Source: an optimization exercise on an open RTL-to-GDS flow (aim: small area and a short achievable clock period). Production flows keep margins and buffers that such runs may drop.
At most, simulation tests tie the RTL to the original design; equivalence was not proved.
No driver is modelled on the clock port, so clock power and skew are understated where the tree is cut down; a real chip needs a root buffer or a tree.
Power and IR drop assume default switching activity.

## the reference run
Design ultrasonido, start of the top module:
module ultrasonido(clk, trig, echo, distancia, init, done);
Size: roughly 240 cells after synthesis, about 62 flip-flops, ~0.0022 sq mm of cells after synthesis.
==> module ultrasonido, before the edit <==
module ultrasonido(clk, trig, echo, distancia, init, done);
input init;
input clk;
input echo;
output reg trig;
output reg [8:0] distancia;
output reg done;
reg pa;       
reg [22:0] t;
localparam [22:0] INV = 23'h2AAAAA;
wire [22:0] s = t ^ INV;
wire zero22 = (s[21:0] == 22'd0);
wire next_z = zero22 & s[22];           
wire cur_z = zero22 & ~s[22];           
wire end_w = s[22] & s[20] & s[19] & s[11] & s[10] & ~s[6];
wire win = next_z | ((trig | cur_z) & ~end_w);
wire fb = s[22] ^ s[17] ^ zero22;
reg [8:0] q;
reg [16:0] R;
reg h;
localparam [16:0] ROFF = 17'd31072;
wire last = ~R[16] & q[7] & q[8] & q[4] & ~R[11] & q[1] & R[12] & R[9] & R[1]
          & ~R[5] & ~q[3] & ~R[13] & ~q[0] & ~q[2] & ~q[6] & R[0] & ~R[8] & ~R[4];
wire [17:0] S = {1'b0, R} + 18'd17;
wire co = S[17];
wire clr = ~h | (pa & last);
wire [16:0] R_nx = clr ? ROFF : pa ? (co ? (S[16:0] | ROFF) : S[16:0]) : R;
wire [8:0] q_nx = clr ? 9'd0 : q + {8'd0, pa & co};
wire [8:0] dist_d;
wire trig_d, done_d, pa_d, h_d;
wire [22:0] t_d;
ultrasonido_io io (
	.init(init), .echo(echo), .win(win), .h(h), .Kn(win | ~h), .done(done),
	.distancia(distancia), .qn(q_nx), .t(t[21:0]), .fb(fb),
	.trig_d(trig_d), .done_d(done_d), .pa_d(pa_d), .h_d(h_d), .dist_d(dist_d),
	.t_d(t_d));
always @(posedge clk) begin
	pa <= pa_d;
	t <= t_d;
	q <= q_nx;
	R <= R_nx;
	h <= h_d;
	trig <= trig_d;
	done <= done_d;
	distancia <= dist_d;
end
endmodule
==> module ultrasonido_io, before the edit <==
module ultrasonido_io(init, echo, win, h, Kn, done, distancia, qn, t, fb,
                      trig_d, done_d, pa_d, h_d, dist_d, t_d);
input init, echo, win, h, done;
input Kn;                               
input [8:0] distancia, qn;
input [21:0] t;                         
input fb;                               
output trig_d, done_d, pa_d, h_d;
output [8:0] dist_d;
output [22:0] t_d;
wire act = ~win & echo;                 
wire lowev = ~win & ~echo;              
wire ld = ~(echo | Kn);                 
assign trig_d = init & win;
assign done_d = init & (done | lowev);
assign pa_d = init & act;
assign h_d = init & (act | (h & ~lowev));
assign dist_d = ld ? (qn & {9{init}}) : (distancia & {9{init}});
assign t_d = init ? {~t, fb} : 23'h2AAAAA;
endmodule
export LEC_CHECK = 0
export CAP_MARGIN = 20
export CORE_MARGIN = 2
export CORE_UTILIZATION = 70
export SLEW_MARGIN = 20
export SYNTH_HIERARCHICAL = 1
create_clock -name core_clock -period 18.0 [get_ports {clk}]
standard.sh (not shown) runs the stock make flow with config.mk's settings and CLKGATE_MAP_FILE= SYNTH_SCRIPT=/design/flow/synth_recipe.tcl, a recipe that flattens the netlist after the stock synthesis.
==> flow/flow/run.sh <==
#!/bin/bash
# The standard ORFS layout (standard.sh), in two runs of make:
#  1. synthesis to CTS, after which the clock tree is replaced by a few clock
#     buffers on the clock port (flow/post_cts.tcl, flow/clock_leaves.tcl);
#  2. global route to the end, with a larger setup margin for repair_timing.
set -e
export FLOW_FLOW_DIR=$PWD/flow
export FLOW_SYNTH_TCL=$PWD/synth_recipe.tcl
export FLOW_ABC_AREA_SCRIPT=$PWD/flow/abc_area_map.script
bash standard.sh BUFFER_PORTS_ARGS="-buffer_cell sky130_fd_sc_hd__buf_2" CTS_ARGS="-sink_clustering_enable -repair_clock_nets -dont_use_dummy_load" SETUP_SLACK_MARGIN=13.0 SYNTH_SCRIPT=$PWD/flow/area_synth_all.tcl POST_CTS_TCL=$PWD/flow/post_cts.tcl cts > standard_to_cts.log 2>&1
bash standard.sh BUFFER_PORTS_ARGS="-buffer_cell sky130_fd_sc_hd__buf_2" CTS_ARGS="-sink_clustering_enable -repair_clock_nets -dont_use_dummy_load" SETUP_SLACK_MARGIN=13.0 SETUP_SLACK_MARGIN=13.7 SYNTH_SCRIPT=$PWD/flow/area_synth_all.tcl POST_CTS_TCL=$PWD/flow/post_cts.tcl finish > standard_finish.log 2>&1
Other scripts of this flow, unchanged in this note and not shown: flow/flow/abc_area_map.script, flow/flow/area_synth_all.tcl, flow/flow/clock_leaves.tcl, flow/flow/post_cts.tcl
The reference run finished end to end and its layout was clean on timing, DRC and antenna.
> inputs changed (the reference run -> the trial run)
==> flow/design.v <==
`timescale 1ns / 1ps
module ultrasonido(clk, trig, echo, distancia, init, done);
input init;
input clk;
input echo;
output reg trig;
output reg [8:0] distancia;
output reg done;
reg pr;       
reg [22:0] t;
localparam [22:0] INV = 23'h2AAAAA;
wire [22:0] s = t ^ INV;
wire zero22 = (s[21:0] == 22'd0);
wire next_z = zero22 & s[22];           
wire cur_z = zero22 & ~s[22];           
wire end_w = s[22] & s[20] & s[19] & s[11] & s[10] & ~s[6];
wire win = pr | next_z | ((trig | cur_z) & ~end_w);
wire fb = s[22] ^ s[17] ^ zero22;
wire [22:0] t_d;
wire pr_n;
ultrasonido_inv ivp (.a(pr), .y(pr_n));
assign t_d[0] = pr | fb;
genvar i;
generate
	for (i = 1; i < 23; i = i + 1) begin : stage
		if (i % 2) ultrasonido_nand st (.a(pr_n), .b(t[i-1]), .y(t_d[i]));
		else ultrasonido_nor st (.a(pr), .b(t[i-1]), .y(t_d[i]));
	end
endgenerate
reg [8:0] q;
reg [16:0] R;
reg h;
localparam [16:0] ROFF = 17'd31072;
wire last = ~R[16] & q[7] & q[8] & q[4] & ~R[11] & q[1] & R[12] & R[9] & R[1]
          & ~R[5] & ~q[3] & ~R[13] & ~q[0] & ~q[2] & ~q[6] & R[0] & ~R[8] & ~R[4];
wire [17:0] S = {1'b0, R} + 18'd17;
wire co = S[17];
wire pa = h & ~trig;                    
wire clr = ~h | (pa & last);
wire [16:0] R_nx = clr ? ROFF : pa ? (co ? (S[16:0] | ROFF) : S[16:0]) : R;
wire [8:0] q_nx = clr ? 9'd0 : q + {8'd0, pa & co};
wire [8:0] dist_d;
wire trig_d, done_d, h_d;
ultrasonido_io io (
	.init(init), .echo(echo), .win(win), .h(h), .Kn(win | ~h), .done(done),
	.distancia(distancia), .qn(q_nx),
	.trig_d(trig_d), .done_d(done_d), .h_d(h_d), .dist_d(dist_d));
always @(posedge clk) begin
	pr <= ~init;
	t <= t_d;
	q <= q_nx;
	R <= R_nx;
	h <= h_d;
	trig <= trig_d;
	done <= done_d;
	distancia <= dist_d;
end
endmodule
module ultrasonido_io(init, echo, win, h, Kn, done, distancia, qn,
                      trig_d, done_d, h_d, dist_d);
input init, echo, win, h, done;
input Kn;                               
input [8:0] distancia, qn;
output trig_d, done_d, h_d;
output [8:0] dist_d;
wire act = ~win & echo;                 
wire lowev = ~win & ~echo;              
wire ld = ~(echo | Kn);                 
assign trig_d = init & win;
assign done_d = init & (done | lowev);
assign h_d = init & (act | (h & ~lowev));
assign dist_d = ld ? (qn & {9{init}}) : (distancia & {9{init}});
endmodule
module ultrasonido_nand(a, b, y);
input a, b;
output y;
assign y = ~(a & b);
endmodule
module ultrasonido_nor(a, b, y);
input a, b;
output y;
assign y = ~(a | b);
endmodule
module ultrasonido_inv(a, y);
input a;
output y;
assign y = ~a;
endmodule
==> comparison <==
Share of the clock period used by the worst path after layout delta (the trial run -> the reference run): insignificant
Final cell count | the trial run below the reference run
Looking at pin count of the biggest net entering global routing, the trial run sits 19 lower than the reference run does.
Diff the trial run and the reference run: leakage power figure higher in the trial run
End point of the critical path: distancia[8]$_DFF_P_ -> the reference run, trig -> the trial run
Of the trial run and the reference run, the lower chip width belongs to the trial run.
Going from the reference run to the trial run, standard cell area after detailed placement shrank slightly.
Re met1 routing resource usage after global routing: the reference run was higher than the trial run.
Looking at maximum clock frequency across both flows, the trial run is the weaker of the two, with the reference run ahead.
Summary of the trial run over the reference run: setup slack now sits lower; clock group share of total power went up 0.3 points.
Note that the average wire length per cell after detail routing recorded for the reference run amounts to 0.877 times the value seen in the trial run.
Compare the trial run and the reference run | wire length lower: the reference run
For the trial run, only the layout was checked, not whether the RTL still works. In every run of this note, the design's own scripts or RTL, not TritonCTS, make the clock network.

========
== indigo ==
ultrasonido, a different RTL version from the one above (not shown whole).
Size in the first run: about 230 cells after synthesis, ~63 flip-flops, ~14 I/O pins, about 2200 sq um of cells after synthesis.
==> module ultrasonido, before the edit <==
module ultrasonido(clk, trig, echo, distancia, init, done);
input init;
input clk;
input echo;
output reg trig;
output reg [8:0] distancia;
output reg done;
reg pr;       
reg pa;       
reg [22:0] t;
localparam [22:0] INV = 23'h2AAAAA;
wire [22:0] s = t ^ INV;
wire zero22 = (s[21:0] == 22'd0);
wire next_z = zero22 & s[22];           
wire cur_z = zero22 & ~s[22];           
wire end_w = s[22] & s[20] & s[19] & s[11] & s[10] & ~s[6];
wire win = pr | next_z | ((trig | cur_z) & ~end_w);
wire [22:0] s_nx = pr ? 23'd1 : {s[21:0], s[22] ^ s[17] ^ zero22};
reg [8:0] q;
reg [16:0] R;
reg h;
localparam [16:0] ROFF = 17'd31072;
wire last = ~R[16] & q[7] & q[8] & q[4] & ~R[11] & q[1] & R[12] & R[9] & R[1]
          & ~R[5] & ~q[3] & ~R[13] & ~q[0] & ~q[2] & ~q[6] & R[0] & ~R[8] & ~R[4];
wire [17:0] S = {1'b0, R} + 18'd17;
wire co = S[17];
wire clr = ~h | (pa & last);
wire [16:0] R_nx = clr ? ROFF : pa ? (co ? (S[16:0] | ROFF) : S[16:0]) : R;
wire [8:0] q_nx = clr ? 9'd0 : q + {8'd0, pa & co};
wire [8:0] dist_d;
wire trig_d, done_d, pa_d, h_d;
ultrasonido_io io (
	.init(init), .echo(echo), .win(win), .h(h), .Kn(win | ~h), .done(done),
	.distancia(distancia), .qn(q_nx),
	.trig_d(trig_d), .done_d(done_d), .pa_d(pa_d), .h_d(h_d), .dist_d(dist_d));
always @(posedge clk) begin
	pr <= ~init;
	pa <= pa_d;
	t <= s_nx ^ INV;
	q <= q_nx;
	R <= R_nx;
	h <= h_d;
	trig <= trig_d;
	done <= done_d;
	distancia <= dist_d;
end
endmodule
==> module ultrasonido_io, before the edit <==
module ultrasonido_io(init, echo, win, h, Kn, done, distancia, qn,
                      trig_d, done_d, pa_d, h_d, dist_d);
input init, echo, win, h, done;
input Kn;                               
input [8:0] distancia, qn;
output trig_d, done_d, pa_d, h_d;
output [8:0] dist_d;
wire act = ~win & echo;                 
wire lowev = ~win & ~echo;              
wire ld = ~(echo | Kn);                 
assign trig_d = init & win;
assign done_d = init & (done | lowev);
assign pa_d = init & act;
assign h_d = init & (act | (h & ~lowev));
assign dist_d = ld ? (qn & {9{init}}) : (distancia & {9{init}});
endmodule
Settings: LEC_CHECK=0, CAP_MARGIN=20, CORE_MARGIN=2, CORE_UTILIZATION=70, SLEW_MARGIN=20, SYNTH_HIERARCHICAL=1; clock period 18.0 ns.
Scripts as last shown in full above: flow/flow/run.sh
Other scripts of this flow, unchanged in this note and not shown: flow/flow/abc_area_map.script, flow/flow/area_synth_all.tcl, flow/flow/clock_leaves.tcl, flow/flow/post_cts.tcl
--- input diff indigo..maple ---
==> flow/design.v <==
`timescale 1ns / 1ps
module ultrasonido(clk, trig, echo, distancia, init, done);
input init;
input clk;
input echo;
output reg trig;
output reg [8:0] distancia;
output reg done;
reg pa;       
reg [22:0] t;
localparam [22:0] INV = 23'h2AAAAA;
wire [22:0] s = t ^ INV;
wire zero22 = (s[21:0] == 22'd0);
wire next_z = zero22 & s[22];           
wire cur_z = zero22 & ~s[22];           
wire end_w = s[22] & s[20] & s[19] & s[11] & s[10] & ~s[6];
wire win = next_z | ((trig | cur_z) & ~end_w);
wire fb = s[22] ^ s[17] ^ zero22;
reg [8:0] q;
reg [16:0] R;
reg h;
localparam [16:0] ROFF = 17'd31072;
wire last = ~R[16] & q[7] & q[8] & q[4] & ~R[11] & q[1] & R[12] & R[9] & R[1]
          & ~R[5] & ~q[3] & ~R[13] & ~q[0] & ~q[2] & ~q[6] & R[0] & ~R[8] & ~R[4];
wire [17:0] S = {1'b0, R} + 18'd17;
wire co = S[17];
wire clr = ~h | (pa & last);
wire [16:0] R_nx = clr ? ROFF : pa ? (co ? (S[16:0] | ROFF) : S[16:0]) : R;
wire [8:0] q_nx = clr ? 9'd0 : q + {8'd0, pa & co};
wire [8:0] dist_d;
wire trig_d, done_d, pa_d, h_d;
wire [22:0] t_d;
ultrasonido_io io (
	.init(init), .echo(echo), .win(win), .h(h), .Kn(win | ~h), .done(done),
	.distancia(distancia), .qn(q_nx), .t(t[21:0]), .fb(fb),
	.trig_d(trig_d), .done_d(done_d), .pa_d(pa_d), .h_d(h_d), .dist_d(dist_d),
	.t_d(t_d));
always @(posedge clk) begin
	pa <= pa_d;
	t <= t_d;
	q <= q_nx;
	R <= R_nx;
	h <= h_d;
	trig <= trig_d;
	done <= done_d;
	distancia <= dist_d;
end
endmodule
module ultrasonido_io(init, echo, win, h, Kn, done, distancia, qn, t, fb,
                      trig_d, done_d, pa_d, h_d, dist_d, t_d);
input init, echo, win, h, done;
input Kn;                               
input [8:0] distancia, qn;
input [21:0] t;                         
input fb;                               
output trig_d, done_d, pa_d, h_d;
output [8:0] dist_d;
output [22:0] t_d;
wire act = ~win & echo;                 
wire lowev = ~win & ~echo;              
wire ld = ~(echo | Kn);                 
assign trig_d = init & win;
assign done_d = init & (done | lowev);
assign pa_d = init & act;
assign h_d = init & (act | (h & ~lowev));
wire init_n = ~init;
ultrasonido_dbit db[8:0] (.ld(ld), .init_n(init_n), .a(qn), .b(distancia), .y(dist_d));
assign t_d = init ? {~t, fb} : 23'h2AAAAA;
endmodule
module ultrasonido_dbit(ld, init_n, a, b, y);
input ld, init_n, a, b;
output y;
assign y = ~init_n & (ld ? a : b);
endmodule
[summary]
Looking at met2 track demand over resource in global routing, maple sits 4.5 points above indigo. Between indigo and maple, the cell count went down. In the tables for indigo and maple, worst hold slack reads higher with indigo. The maximum operating frequency of maple falls short of that of indigo by 0.77%. Fraction of the mapped netlist area in compound gates: maple lower than indigo. Looking only at pin count of the biggest net entering global routing, and setting everything else aside, the higher value of indigo and maple goes to indigo. Compared with indigo, in maple detailed-route via count moved up, internal cell power saw a decrease, total placed instance area now smaller, total routed wirelength moved up, arrival time reported for the critical path endpoint climbed 3730 ps. Delta (maple minus indigo): flip-flop and latch count now sits lower; cell area closely matched the old numbers.
No functional check of the RTL was part of maple. In every run of this note, the design's own scripts or RTL, not TritonCTS, make the clock network.

========
ultrasonido, a different RTL version from the one above (not shown whole).
Size: roughly 240 cells after synthesis, ~61 flip-flops, ~14 I/O pins, about 2200 um^2 of cells after synthesis.
==> module ultrasonido_io, before the edit <==
module ultrasonido_io(init, echo, win, h, Kn, done, distancia, qn, t, fb,
                      trig_d, done_d, h_d, dist_d, t_d);
input init, echo, win, h, done;
input Kn;                               
input [8:0] distancia, qn;
input [21:0] t;                         
input fb;                               
output trig_d, done_d, h_d;
output [8:0] dist_d;
output [22:0] t_d;
wire act = ~win & echo;                 
wire lowev = ~win & ~echo;              
wire ld = ~(echo | Kn);                 
assign trig_d = init & win;
assign done_d = init & (done | lowev);
assign h_d = init & (act | (h & ~lowev));
assign dist_d = ld ? (qn & {9{init}}) : (distancia & {9{init}});
wire init_n;
ultrasonido_inv iv (.a(init), .y(init_n));
assign t_d[0] = init & fb;
genvar i;
generate
	for (i = 1; i < 23; i = i + 1) begin : stage
		if (i % 2) ultrasonido_nand st (.a(init), .b(t[i-1]), .y(t_d[i]));
		else ultrasonido_nor st (.a(init_n), .b(t[i-1]), .y(t_d[i]));
	end
endgenerate
endmodule
==> module ultrasonido_inv, before the edit <==
module ultrasonido_inv(a, y);
input a;
output y;
assign y = ~a;
endmodule
export LEC_CHECK = 0
export CAP_MARGIN = 20
export CORE_MARGIN = 2
export CORE_UTILIZATION = 70
export SLEW_MARGIN = 20
export SYNTH_HIERARCHICAL = 1
create_clock -name core_clock -period 18.0 [get_ports {clk}]
Scripts as last shown in full above: flow/flow/run.sh
Other scripts of this flow, unchanged in this note and not shown: flow/flow/abc_area_map.script, flow/flow/area_synth_all.tcl, flow/flow/clock_leaves.tcl, flow/flow/post_cts.tcl
The first run finished clean.
Rerun with:
--- a/flow/design.v
+++ b/flow/design.v
@@ -62,8 +62,7 @@
 assign done_d = init & (done | lowev);
 assign h_d = init & (act | (h & ~lowev));
 assign dist_d = ld ? (qn & {9{init}}) : (distancia & {9{init}});
-wire init_n;
-ultrasonido_inv iv (.a(init), .y(init_n));
+wire init_n = ~init;
 assign t_d[0] = init & fb;
 genvar i;
 generate
@@ -83,8 +82,3 @@
 output y;
 assign y = ~(a | b);
 endmodule
-module ultrasonido_inv(a, y);
-input a;
-output y;
-assign y = ~a;
-endmodule
Result: Combinational power came out higher by about 5%. Total power is about the same. Final area is about the same. Sequential power barely changes. Cell count stays the same. Clock power came out lower by about 2%. Worst hold slack gets better by 0.016 ns. Via count came out higher by 0.48%. Area after synthesis is about the same. Utilization barely changes.
The RTL of the second run of this note was laid out without a check of its function. In every run of this note, the design's own scripts or RTL, not TritonCTS, make the clock network.

==> static timing again, ports no longer ideal <==
In the flow no input, the clock included, has a driving cell. The finished layouts below were timed again as built, in two steps. Step 1 sets driving cells, clkbuf_16 on the clock port and buf_2 on the other inputs (assumed; they add their load-dependent delay and slew). Step 2 adds t to the input delays and takes it off the output delays; t is the mean of the earliest and latest rising clock arrival at the registers after step 1. Input paths then give back, and output paths get back, about the clock's delay inside the block. Three values: ideal ports, drivers, drivers and shift; two values: the first two.
run	t, ns	setup slack, ns	hold WS [ns]	latest minus earliest clock arrival (ns)
the reference run	0.174	13.758 / 13.744 / 13.615	0.397 / 0.397 / 0.397	0.014 / 0.014
the trial run	0.173	13.736 / 13.687 / 13.671	0.393 / 0.393 / 0.393	0.018 / 0.018
indigo	0.199	13.774 / 13.722 / 13.631	0.410 / 0.410 / 0.410	0.011 / 0.011
maple	0.191	13.741 / 13.718 / 13.570	0.387 / 0.387 / 0.387	0.015 / 0.014
the first run of note 3	0.176	13.749 / 13.697 / 13.618	0.374 / 0.374 / 0.374	0.019 / 0.019
the second run of note 3	0.170	13.711 / 13.704 / 13.567	0.390 / 0.390 / 0.390	0.015 / 0.015
After both steps setup and hold are still met in every run listed. For maple, which loses most, drivers alone change the setup slack by -0.023 ns; drivers and shift together by -0.171 ns.
